From an optimization exercise on the open Yosys and OpenROAD flow, aimed at small area; shortcuts taken in it are not production practice. RTL that was checked went through simulation tests only; none was proved equivalent to the original.

==> run A: inputs <==
==> flow/design.v <==
module AVS(
	clk,
	rst,
	rx,
	led_data,
	servo_out,
	hexout0,
	hexout1,
	hexout2,
	hexout3,
	knight
	);
	input clk;
	input rst;
	input rx;
	output reg	[7:0] led_data;
	output		[5:0] servo_out;
	output		[6:0] hexout0;
	output		[6:0] hexout1;
	output		[6:0] hexout2;
	output		[6:0] hexout3;
	output		[9:0] knight;
	localparam R_IDLE = 2'd0, R_HALF = 2'd1, R_FULL = 2'd2, R_HIGH = 2'd3;
	reg		rx_q;
	reg [1:0]	rs;
	reg [8:0]	ctr;
	reg [2:0]	bit_ctr;
	reg [7:0]	rx_data;
	wire ctr_end = ctr[8] & ctr[7] & ctr[5] & ctr[4] & ctr[0];
	wire new_data = (rs == R_HIGH) & ~ctr[0];
	always @(posedge clk) begin
		if (rst) begin
			rx_q <= 1'b1;
			rs <= R_IDLE;
		end else begin
			rx_q <= rx;
			case (rs)
			R_IDLE: if (!rx_q) rs <= R_HALF;
			R_HALF: if (ctr_end) rs <= R_FULL;
			R_FULL: if (ctr_end && bit_ctr == 3'd7) rs <= R_HIGH;
			R_HIGH: if (rx_q) rs <= R_IDLE;
			endcase
		end
		case (rs)
		R_IDLE: begin
			ctr <= 9'd216;
			bit_ctr <= 3'd0;
		end
		R_HIGH: ctr <= 9'd1;
		default: begin
			ctr <= ctr_end ? 9'd0 : ctr + 9'd1;
			if (rs == R_FULL && ctr_end) begin
				bit_ctr <= bit_ctr + 3'd1;
				rx_data <= {rx_q, rx_data[7:1]};
			end
		end
		endcase
	end
	localparam IDLE = 2'd0, SORT = 2'd1, RUN = 2'd2, SVRD = 2'd3;
	reg [1:0]	state;
	reg		en;
	reg [3:0]	ph [0:5];	 
	reg [5:0]	ps;		 
	wire [3:0] dh = rx_data[7:4];
	wire [3:0] dl = rx_data[3:0];
	wire hi_0 = dh == 4'h0, hi_8 = dh == 4'h8, hi_F = dh == 4'hF;
	wire lo_0 = dl == 4'h0, lo_8 = dl == 4'h8, lo_F = dl == 4'hF;
	wire is_AA = rx_data == 8'hAA;
	wire is_BB = rx_data == 8'hBB;
	wire is_99 = rx_data == 8'h99;
	wire is_FF = hi_F & lo_F;
	wire is_1F = dh == 4'h1 && lo_F;
	wire is_F1 = hi_F && dl == 4'h1;
	wire run_cmd = (hi_0 | hi_8 | hi_F) & (lo_0 | lo_8 | lo_F);
	wire sv_act = ~dh[3] & ~(dh[2] & dh[1] & dh[0]) | (dh == 4'hE);
	integer i;
	always @(posedge clk) begin
		if (rst) begin
			state <= IDLE;
			led_data <= 8'h00;
			en <= 1'b0;
			for (i = 0; i < 6; i = i + 1)
				ph[i] <= 4'h8;
			ps <= 6'b111111;
		end else begin
			en <= state == RUN;
			case (state)
			IDLE: if (new_data) begin
				led_data <= rx_data;
				if (is_AA) begin
					ph[1] <= 4'h8; ps[1] <= 1'b1;
					ph[2] <= 4'h8; ps[2] <= 1'b1;
					state <= SORT;
				end else if (is_BB) begin
					ph[0] <= 4'h8; ps[0] <= 1'b1;
					state <= RUN;
				end else
					state <= SVRD;
			end
			SORT: if (new_data) begin
				led_data <= rx_data;
				ph[1] <= 4'h8; ps[1] <= 1'b1;
				ph[2] <= 4'h8; ps[2] <= 1'b1;
				if (is_1F) begin
					ph[0] <= 4'h4; ps[0] <= 1'b0;
				end else if (is_F1) begin
					ph[0] <= 4'hC; ps[0] <= 1'b0;
				end else if (is_BB)
					state <= RUN;
				else begin
					ph[0] <= 4'h8; ps[0] <= 1'b1;
					if (is_FF)
						state <= IDLE;
				end
			end
			RUN: if (new_data) begin
				led_data <= rx_data;
				ph[0] <= 4'h8; ps[0] <= 1'b1;
				ps[1] <= 1'b1;
				ps[2] <= 1'b1;
				if (run_cmd) begin
					ph[1] <= dh;
					ph[2] <= lo_8 ? 4'h8 : ~dl;
				end else begin
					ph[1] <= 4'h8;
					ph[2] <= 4'h8;
				end
				if (is_99)
					state <= IDLE;
			end
			SVRD: if (sv_act) begin
				state <= IDLE;
				for (i = 0; i < 6; i = i + 1)
					if (dh == i + 1 || dh == 4'h0 || dh == 4'hE) begin
						ph[i] <= (dh == 4'h0) ? 4'h0 :
						         (dh == 4'hE) ? 4'hF : dl;
						ps[i] <= dh == 4'hE;
					end
			end
			endcase
		end
	end
	reg [8:0]	pre;
	reg [11:0]	fc;
	reg [3:0]	lh [0:5];	 
	reg [5:0]	ls;
	wire tick = pre[8] & pre[7] & pre[2] & pre[0];		 
	wire fc_end = fc[11] & fc[9] & fc[7] & fc[6] & fc[4] & fc[1];	 
	wire fc_start = fc == 12'd206;
	wire below = fc[11:8] == 4'd0;
	wire window = fc[11:8] == 4'd1;
	wire [3:0] qh = fc[7:4];
	wire [3:0] ql = fc[3:0];
	always @(posedge clk) begin
		if (rst) begin
			pre <= 9'd389;
			fc <= 12'd2770;
		end else begin
			pre <= tick ? 9'd0 : pre + 9'd1;
			if (tick)
				fc <= fc_end ? 12'd206 : fc + 12'd1;
		end
		if (fc_start && !tick)
			for (i = 0; i < 6; i = i + 1) begin
				lh[i] <= ph[i];
				ls[i] <= ps[i];
			end
	end
	genvar g;
	generate for (g = 0; g < 6; g = g + 1) begin : sv
		wire lo_lt = ls[g] & lh[g][3] & (~ql[3] | (lh[g][0] & ~(&ql[2:0])));
		assign servo_out[g] = below | window & ((qh < lh[g]) | (qh == lh[g]) & lo_lt);
	end endgenerate
	reg [6:0] hexdisp;
	always @(*)
		case (state)
		IDLE: hexdisp = 7'b1001111;
		SORT: hexdisp = 7'b0000110;
		RUN:  hexdisp = 7'b0010010;
		default: hexdisp = 7'b1001100;
		endcase
	assign hexout0 = hexdisp;
	assign hexout1 = hexdisp;
	assign hexout2 = hexdisp;
	assign hexout3 = hexdisp;
	reg [22:0]	kcount;
	reg [3:0]	pos;
	wire k_end = kcount[22] & kcount[19] & kcount[18] & kcount[14] &
	             kcount[11] & kcount[9] & kcount[8] & kcount[6];
	always @(posedge clk)
		if (rst) begin
			kcount <= 23'd0;
			pos <= 4'd8;
		end else if (en) begin
			if (k_end) begin
				kcount <= 23'd0;
				pos <= pos + 4'd1;
			end else
				kcount <= kcount + 23'd1;
		end
	wire [3:0] j = pos[3] ? (5'd16 - {1'b0, pos}) : pos;
	genvar b;
	generate for (b = 0; b < 10; b = b + 1) begin : kl
		assign knight[b] = (j == b) | (j == b - 1);
	end endgenerate
endmodule
==> flow/run.sh <==
#!/bin/bash
# synth_recipe.tcl (not shown) runs the flow's synth.tcl, then flattens the netlist and writes it again
# the make line also repeats each setting of config.mk as NAME=value (left out here)
make -C /OpenROAD-flow-scripts/flow DESIGN_CONFIG=/design/flow/config.mk WORK_HOME=/design/flow/orfs CLKGATE_MAP_FILE= SYNTH_SCRIPT=/design/flow/synth_recipe.tcl finish
==> flow/config.mk <==
export PLATFORM = sky130hd
export DESIGN_NAME = AVS
export DESIGN_NICKNAME = AVS
export VERILOG_FILES = /design/flow/design.v
export SDC_FILE = /design/flow/constraint.sdc
export NUM_CORES = 4
export LEC_CHECK = 0
export CAP_MARGIN = 20
export CORE_MARGIN = 2
export CORE_UTILIZATION = 40
export PLACE_DENSITY = 0.6
export SLEW_MARGIN = 20
==> flow/constraint.sdc <==
create_clock -name core_clock -period 20.0 [get_ports {clk}]
set_input_delay 4.0000 -clock core_clock [delete_from_list [all_inputs] [get_ports {clk}]]
set_output_delay 4.0000 -clock core_clock [all_outputs]
set_load 0.01 [all_outputs]
==> inputs of run G, as changes to run A <==
==> flow/design.v, changed modules only <==
module AVS(
	clk,
	rst,
	rx,
	led_data,
	servo_out,
	hexout0,
	hexout1,
	hexout2,
	hexout3,
	knight
	);
	input clk;
	input rst;
	input rx;
	output reg	[7:0] led_data;
	output		[5:0] servo_out;
	output		[6:0] hexout0;
	output		[6:0] hexout1;
	output		[6:0] hexout2;
	output		[6:0] hexout3;
	output		[9:0] knight;
	localparam R_IDLE = 2'd0, R_HALF = 2'd1, R_FULL = 2'd2, R_HIGH = 2'd3;
	reg		rx_q;
	reg [1:0]	rs;
	reg [8:0]	ctr;
	reg [2:0]	bit_ctr;
	reg [7:0]	rx_data;
	localparam [8:0] C0 = 9'h00c, C216 = 9'h0d0, C433 = 9'h10f, CMASK = 9'h0f7;
	wire ctr_end = (ctr & CMASK) == (C433 & CMASK);
	wire [8:0] ctr_nx = {ctr[7:0], ~(ctr[8] ^ ctr[4])};
	wire new_data = (rs == R_HIGH) & ~ctr[0];
	always @(posedge clk) begin
		if (rst) begin
			rx_q <= 1'b1;
			rs <= R_IDLE;
		end else begin
			rx_q <= rx;
			case (rs)
			R_IDLE: if (!rx_q) rs <= R_HALF;
			R_HALF: if (ctr_end) rs <= R_FULL;
			R_FULL: if (ctr_end && bit_ctr == 3'd7) rs <= R_HIGH;
			R_HIGH: if (rx_q) rs <= R_IDLE;
			endcase
		end
		case (rs)
		R_IDLE: begin
			ctr <= C216;
			bit_ctr <= 3'd0;
		end
		R_HIGH: ctr <= 9'd1;
		default: begin
			ctr <= ctr_end ? C0 : ctr_nx;
			if (rs == R_FULL && ctr_end) begin
				bit_ctr <= bit_ctr + 3'd1;
				rx_data <= {rx_q, rx_data[7:1]};
			end
		end
		endcase
	end
	localparam IDLE = 2'd0, SORT = 2'd1, RUN = 2'd2, SVRD = 2'd3;
	reg [1:0]	state;
	reg		en;
	reg [3:0]	ph [0:5];	 
	reg [5:0]	ps;		 
	wire [3:0] dh = rx_data[7:4];
	wire [3:0] dl = rx_data[3:0];
	wire hi_0 = dh == 4'h0, hi_8 = dh == 4'h8, hi_F = dh == 4'hF;
	wire lo_0 = dl == 4'h0, lo_8 = dl == 4'h8, lo_F = dl == 4'hF;
	wire is_AA = rx_data == 8'hAA;
	wire is_BB = rx_data == 8'hBB;
	wire is_99 = rx_data == 8'h99;
	wire is_FF = hi_F & lo_F;
	wire is_1F = dh == 4'h1 && lo_F;
	wire is_F1 = hi_F && dl == 4'h1;
	wire run_cmd = (hi_0 | hi_8 | hi_F) & (lo_0 | lo_8 | lo_F);
	wire sv_act = ~dh[3] & ~(dh[2] & dh[1] & dh[0]) | (dh == 4'hE);
	integer i;
	always @(posedge clk) begin
		if (rst) begin
			state <= IDLE;
			led_data <= 8'h00;
			en <= 1'b0;
			for (i = 0; i < 6; i = i + 1)
				ph[i] <= 4'h8;
			ps <= 6'b111111;
		end else begin
			en <= state == RUN;
			case (state)
			IDLE: if (new_data) begin
				led_data <= rx_data;
				if (is_AA) begin
					ph[1] <= 4'h8; ps[1] <= 1'b1;
					ph[2] <= 4'h8; ps[2] <= 1'b1;
					state <= SORT;
				end else if (is_BB) begin
					ph[0] <= 4'h8; ps[0] <= 1'b1;
					state <= RUN;
				end else
					state <= SVRD;
			end
			SORT: if (new_data) begin
				led_data <= rx_data;
				ph[1] <= 4'h8; ps[1] <= 1'b1;
				ph[2] <= 4'h8; ps[2] <= 1'b1;
				if (is_1F) begin
					ph[0] <= 4'h4; ps[0] <= 1'b0;
				end else if (is_F1) begin
					ph[0] <= 4'hC; ps[0] <= 1'b0;
				end else if (is_BB)
					state <= RUN;
				else begin
					ph[0] <= 4'h8; ps[0] <= 1'b1;
					if (is_FF)
						state <= IDLE;
				end
			end
			RUN: if (new_data) begin
				led_data <= rx_data;
				ph[0] <= 4'h8; ps[0] <= 1'b1;
				ps[1] <= 1'b1;
				ps[2] <= 1'b1;
				if (run_cmd) begin
					ph[1] <= dh;
					ph[2] <= lo_8 ? 4'h8 : ~dl;
				end else begin
					ph[1] <= 4'h8;
					ph[2] <= 4'h8;
				end
				if (is_99)
					state <= IDLE;
			end
			SVRD: if (sv_act) begin
				state <= IDLE;
				for (i = 0; i < 6; i = i + 1)
					if (dh == i + 1 || dh == 4'h0 || dh == 4'hE) begin
						ph[i] <= (dh == 4'h0) ? 4'h0 :
						         (dh == 4'hE) ? 4'hF : dl;
						ps[i] <= dh == 4'hE;
					end
			end
			endcase
		end
	end
	reg [8:0]	pre;
	reg [11:0]	fc;
	reg [3:0]	lh [0:5];	 
	reg [5:0]	ls;
	localparam [8:0] P0 = 9'h004, P389 = 9'h0e3, PMASK = 9'h1bb;
	wire tick = (pre & PMASK) == (P389 & PMASK);
	wire [8:0] pre_nx = {pre[7:0], ~(pre[8] ^ pre[4])};
	wire fc_end = fc[11] & fc[9] & fc[7] & fc[6] & fc[4] & fc[1];	 
	wire fc_start = fc == 12'd206;
	wire below = fc[11:8] == 4'd0;
	wire window = fc[11:8] == 4'd1;
	wire [3:0] qh = fc[7:4];
	wire [3:0] ql = fc[3:0];
	always @(posedge clk) begin
		if (rst) begin
			pre <= P389;
			fc <= 12'd2770;
		end else begin
			pre <= tick ? P0 : pre_nx;
			fc <= (tick & fc_end) ? 12'd206 : fc + {11'd0, tick};
		end
		if (fc_start && !tick)
			for (i = 0; i < 6; i = i + 1) begin
				lh[i] <= ph[i];
				ls[i] <= ps[i];
			end
	end
	genvar g;
	generate for (g = 0; g < 6; g = g + 1) begin : sv
		wire lo_lt = ls[g] & lh[g][3] & (~ql[3] | (lh[g][0] & ~(&ql[2:0])));
		wire [3:0] a = qh, b = lh[g];
		wire lt = ~a[3] & b[3] | (~a[3] | b[3]) & (
		          ~a[2] & b[2] | (~a[2] | b[2]) & (
		          ~a[1] & b[1] | (~a[1] | b[1]) & (
		          ~a[0] & b[0] | (~a[0] | b[0]) & lo_lt)));
		assign servo_out[g] = below | window & lt;
	end endgenerate
	reg [6:0] hexdisp;
	always @(*)
		case (state)
		IDLE: hexdisp = 7'b1001111;
		SORT: hexdisp = 7'b0000110;
		RUN:  hexdisp = 7'b0010010;
		default: hexdisp = 7'b1001100;
		endcase
	assign hexout0 = hexdisp;
	assign hexout1 = hexdisp;
	assign hexout2 = hexdisp;
	assign hexout3 = hexdisp;
	reg [22:0]	kcount;
	reg [3:0]	pos;
	wire k_end = kcount[22] & kcount[19] & kcount[18] & kcount[14] &
	             kcount[11] & kcount[9] & kcount[8] & kcount[6];
	always @(posedge clk)
		if (rst) begin
			kcount <= 23'd0;
			pos <= 4'd8;
		end else begin
			kcount <= (en & k_end) ? 23'd0 : kcount + {22'd0, en};
			pos <= pos + {3'd0, en & k_end};
		end
	wire [3:0] j = pos[3] ? (5'd16 - {1'b0, pos}) : pos;
	genvar b;
	generate for (b = 0; b < 10; b = b + 1) begin : kl
		assign knight[b] = (j == b) | (j == b - 1);
	end endgenerate
endmodule
CTS_BUF_LIST = sky130_fd_sc_hd__clkbuf_8   (was not set)
CTS_CLUSTER_DIAMETER = 200   (was not set)
CTS_CLUSTER_SIZE = 50   (was not set)
==> inputs of run M, as changes to run A <==
==> flow/design.v, changed modules only <==
module AVS(
	clk,
	rst,
	rx,
	led_data,
	servo_out,
	hexout0,
	hexout1,
	hexout2,
	hexout3,
	knight
	);
	input clk;
	input rst;
	input rx;
	output reg	[7:0] led_data;
	output		[5:0] servo_out;
	output		[6:0] hexout0;
	output		[6:0] hexout1;
	output		[6:0] hexout2;
	output		[6:0] hexout3;
	output		[9:0] knight;
	localparam R_IDLE = 2'd0, R_HALF = 2'd1, R_FULL = 2'd2, R_HIGH = 2'd3;
	reg		rx_q;
	reg [1:0]	rs;
	reg [8:0]	ctr;
	reg [2:0]	bit_ctr;
	reg [7:0]	rx_data;
	localparam [8:0] C0 = 9'h00c, C216 = 9'h0d0, C433 = 9'h10f, CMASK = 9'h0f7;
	wire ctr_end = (ctr & CMASK) == (C433 & CMASK);
	wire [8:0] ctr_nx = {ctr[7:0], ~(ctr[8] ^ ctr[4])};
	wire new_data = (rs == R_HIGH) & ~ctr[0];
	always @(posedge clk) begin
		if (rst) begin
			rx_q <= 1'b1;
			rs <= R_IDLE;
		end else begin
			rx_q <= rx;
			case (rs)
			R_IDLE: if (!rx_q) rs <= R_HALF;
			R_HALF: if (ctr_end) rs <= R_FULL;
			R_FULL: if (ctr_end && bit_ctr == 3'd7) rs <= R_HIGH;
			R_HIGH: if (rx_q) rs <= R_IDLE;
			endcase
		end
		case (rs)
		R_IDLE: begin
			ctr <= C216;
			bit_ctr <= 3'd0;
		end
		R_HIGH: ctr <= 9'd1;
		default: begin
			ctr <= ctr_end ? C0 : ctr_nx;
			if (rs == R_FULL && ctr_end) begin
				bit_ctr <= bit_ctr + 3'd1;
				rx_data <= {rx_q, rx_data[7:1]};
			end
		end
		endcase
	end
	localparam IDLE = 2'd0, SORT = 2'd1, RUN = 2'd2, SVRD = 2'd3;
	reg [1:0]	state;
	reg		en;
	reg [3:0]	ph [0:5];	 
	reg [5:0]	ps;		 
	wire [3:0] dh = rx_data[7:4];
	wire [3:0] dl = rx_data[3:0];
	wire hi_0 = dh == 4'h0, hi_8 = dh == 4'h8, hi_F = dh == 4'hF;
	wire lo_0 = dl == 4'h0, lo_8 = dl == 4'h8, lo_F = dl == 4'hF;
	wire is_AA = rx_data == 8'hAA;
	wire is_BB = rx_data == 8'hBB;
	wire is_99 = rx_data == 8'h99;
	wire is_FF = hi_F & lo_F;
	wire is_1F = dh == 4'h1 && lo_F;
	wire is_F1 = hi_F && dl == 4'h1;
	wire run_cmd = (hi_0 | hi_8 | hi_F) & (lo_0 | lo_8 | lo_F);
	wire sv_act = ~dh[3] & ~(dh[2] & dh[1] & dh[0]) | (dh == 4'hE);
	integer i;
	always @(posedge clk) begin
		if (rst) begin
			state <= IDLE;
			led_data <= 8'h00;
			en <= 1'b0;
			for (i = 0; i < 6; i = i + 1)
				ph[i] <= 4'h8;
			ps <= 6'b111111;
		end else begin
			en <= state == RUN;
			case (state)
			IDLE: if (new_data) begin
				led_data <= rx_data;
				if (is_AA) begin
					ph[1] <= 4'h8; ps[1] <= 1'b1;
					ph[2] <= 4'h8; ps[2] <= 1'b1;
					state <= SORT;
				end else if (is_BB) begin
					ph[0] <= 4'h8; ps[0] <= 1'b1;
					state <= RUN;
				end else
					state <= SVRD;
			end
			SORT: if (new_data) begin
				led_data <= rx_data;
				ph[1] <= 4'h8; ps[1] <= 1'b1;
				ph[2] <= 4'h8; ps[2] <= 1'b1;
				if (is_1F) begin
					ph[0] <= 4'h4; ps[0] <= 1'b0;
				end else if (is_F1) begin
					ph[0] <= 4'hC; ps[0] <= 1'b0;
				end else if (is_BB)
					state <= RUN;
				else begin
					ph[0] <= 4'h8; ps[0] <= 1'b1;
					if (is_FF)
						state <= IDLE;
				end
			end
			RUN: if (new_data) begin
				led_data <= rx_data;
				ph[0] <= 4'h8; ps[0] <= 1'b1;
				ps[1] <= 1'b1;
				ps[2] <= 1'b1;
				if (run_cmd) begin
					ph[1] <= dh;
					ph[2] <= lo_8 ? 4'h8 : ~dl;
				end else begin
					ph[1] <= 4'h8;
					ph[2] <= 4'h8;
				end
				if (is_99)
					state <= IDLE;
			end
			SVRD: if (sv_act) begin
				state <= IDLE;
				for (i = 0; i < 6; i = i + 1)
					if (dh == i + 1 || dh == 4'h0 || dh == 4'hE) begin
						ph[i] <= (dh == 4'h0) ? 4'h0 :
						         (dh == 4'hE) ? 4'hF : dl;
						ps[i] <= dh == 4'hE;
					end
			end
			endcase
		end
	end
	reg [8:0]	pre;
	reg [11:0]	fc;
	reg [3:0]	lh [0:5];	 
	reg [5:0]	ls;
	localparam [8:0] P0 = 9'h004, P389 = 9'h0e3, PMASK = 9'h1bb;
	wire tick = (pre & PMASK) == (P389 & PMASK);
	wire [8:0] pre_nx = {pre[7:0], ~(pre[8] ^ pre[4])};
	wire fc_end = fc[11] & fc[9] & fc[7] & fc[6] & fc[4] & fc[1];	 
	wire fc_start = fc == 12'd206;
	wire below = fc[11:8] == 4'd0;
	wire window = fc[11:8] == 4'd1;
	wire [3:0] qh = fc[7:4];
	wire [3:0] ql = fc[3:0];
	always @(posedge clk) begin
		if (rst) begin
			pre <= P389;
			fc <= 12'd2770;
		end else begin
			pre <= tick ? P0 : pre_nx;
			fc <= (tick & fc_end) ? 12'd206 : fc + {11'd0, tick};
		end
		if (fc_start && !tick)
			for (i = 0; i < 6; i = i + 1) begin
				lh[i] <= ph[i];
				ls[i] <= ps[i];
			end
	end
	genvar g;
	generate for (g = 0; g < 6; g = g + 1) begin : sv
		wire lo_lt = ls[g] & lh[g][3] & (~ql[3] | (lh[g][0] & ~(&ql[2:0])));
		wire [3:0] a = qh, b = lh[g];
		wire lt = ~a[3] & b[3] | (~a[3] | b[3]) & (
		          ~a[2] & b[2] | (~a[2] | b[2]) & (
		          ~a[1] & b[1] | (~a[1] | b[1]) & (
		          ~a[0] & b[0] | (~a[0] | b[0]) & lo_lt)));
		assign servo_out[g] = below | window & lt;
	end endgenerate
	reg [6:0] hexdisp;
	always @(*)
		case (state)
		IDLE: hexdisp = 7'b1001111;
		SORT: hexdisp = 7'b0000110;
		RUN:  hexdisp = 7'b0010010;
		default: hexdisp = 7'b1001100;
		endcase
	assign hexout0 = hexdisp;
	assign hexout1 = hexdisp;
	assign hexout2 = hexdisp;
	assign hexout3 = hexdisp;
	reg [22:0]	kcount;
	reg [3:0]	pos;
	wire k_end = kcount[22] & kcount[19] & kcount[18] & kcount[14] &
	             kcount[11] & kcount[9] & kcount[8] & kcount[6];
	always @(posedge clk)
		if (rst) begin
			kcount <= 23'd0;
			pos <= 4'd8;
		end else begin
			kcount <= (en & k_end) ? 23'd0 : kcount + {22'd0, en};
			pos <= pos + {3'd0, en & k_end};
		end
	wire [3:0] j = pos[3] ? (5'd16 - {1'b0, pos}) : pos;
	genvar b;
	generate for (b = 0; b < 10; b = b + 1) begin : kl
		assign knight[b] = (j == b) | (j == b - 1);
	end endgenerate
endmodule
CTS_BUF_LIST = sky130_fd_sc_hd__clkbuf_16   (was not set)
CTS_CLUSTER_DIAMETER = 300   (was not set)
CTS_CLUSTER_SIZE = 80   (was not set)
==> qor.yml <==
multi_input_area_share_pct: 40.43
status: "no timing/DRC/antenna violations"
fillers: 1588
first_pass_iters: 5
multiInputGateArea_sq_um: 3118
clk-power_mw: 0.246
maxSlewHeadroom_pct: 43.92
-- figures above: run G

==> qor.yml <==
status: "no timing/DRC/antenna violations"
clk-power_mw: 0.304
maxSlewHeadroom_pct: 45.18
first_pass_iters: 5
fillers: 1559
multiInputGateArea_sq_um: 3118
multi_input_area_share_pct: 39.66
-- figures above: run M

==> qor.yml <==
multiInputGateArea_sq_um: 3620
multi_input_area_share_pct: 42.99
status: "no timing/DRC/antenna violations"
fillers: 1735
first_pass_iters: 4
-- figures above: run A

Function not checked in run G and run M: the RTL went through the layout flow alone.

[separate check: timing with driven ports]
Ports are ideal in the flow. The routed layouts listed here were re-timed in OpenROAD. Step 1 assumes that a clkbuf_16 drives the clock port and a buf_2 every other input. Step 2, shift: input delay + t, output delay - t, t = (earliest + latest rising clock arrival at the registers) / 2. This alone moves slack from input paths to output paths. Slacks: ideal / step 1 / step 2; pairs: ideal / step 1.
run | t, ns | setup slack, ns | worst setup path at the end | pins driven straight from the clock port
run A | 0.460 | 12.959 / 12.918 / 13.378 | register to output | 1
run G | 0.476 | 13.294 / 13.253 / 13.729 | register to output | 1
run M | 0.465 | 13.303 / 13.257 / 13.722 | register to output | 1
After both steps setup and hold are still met in every run listed.
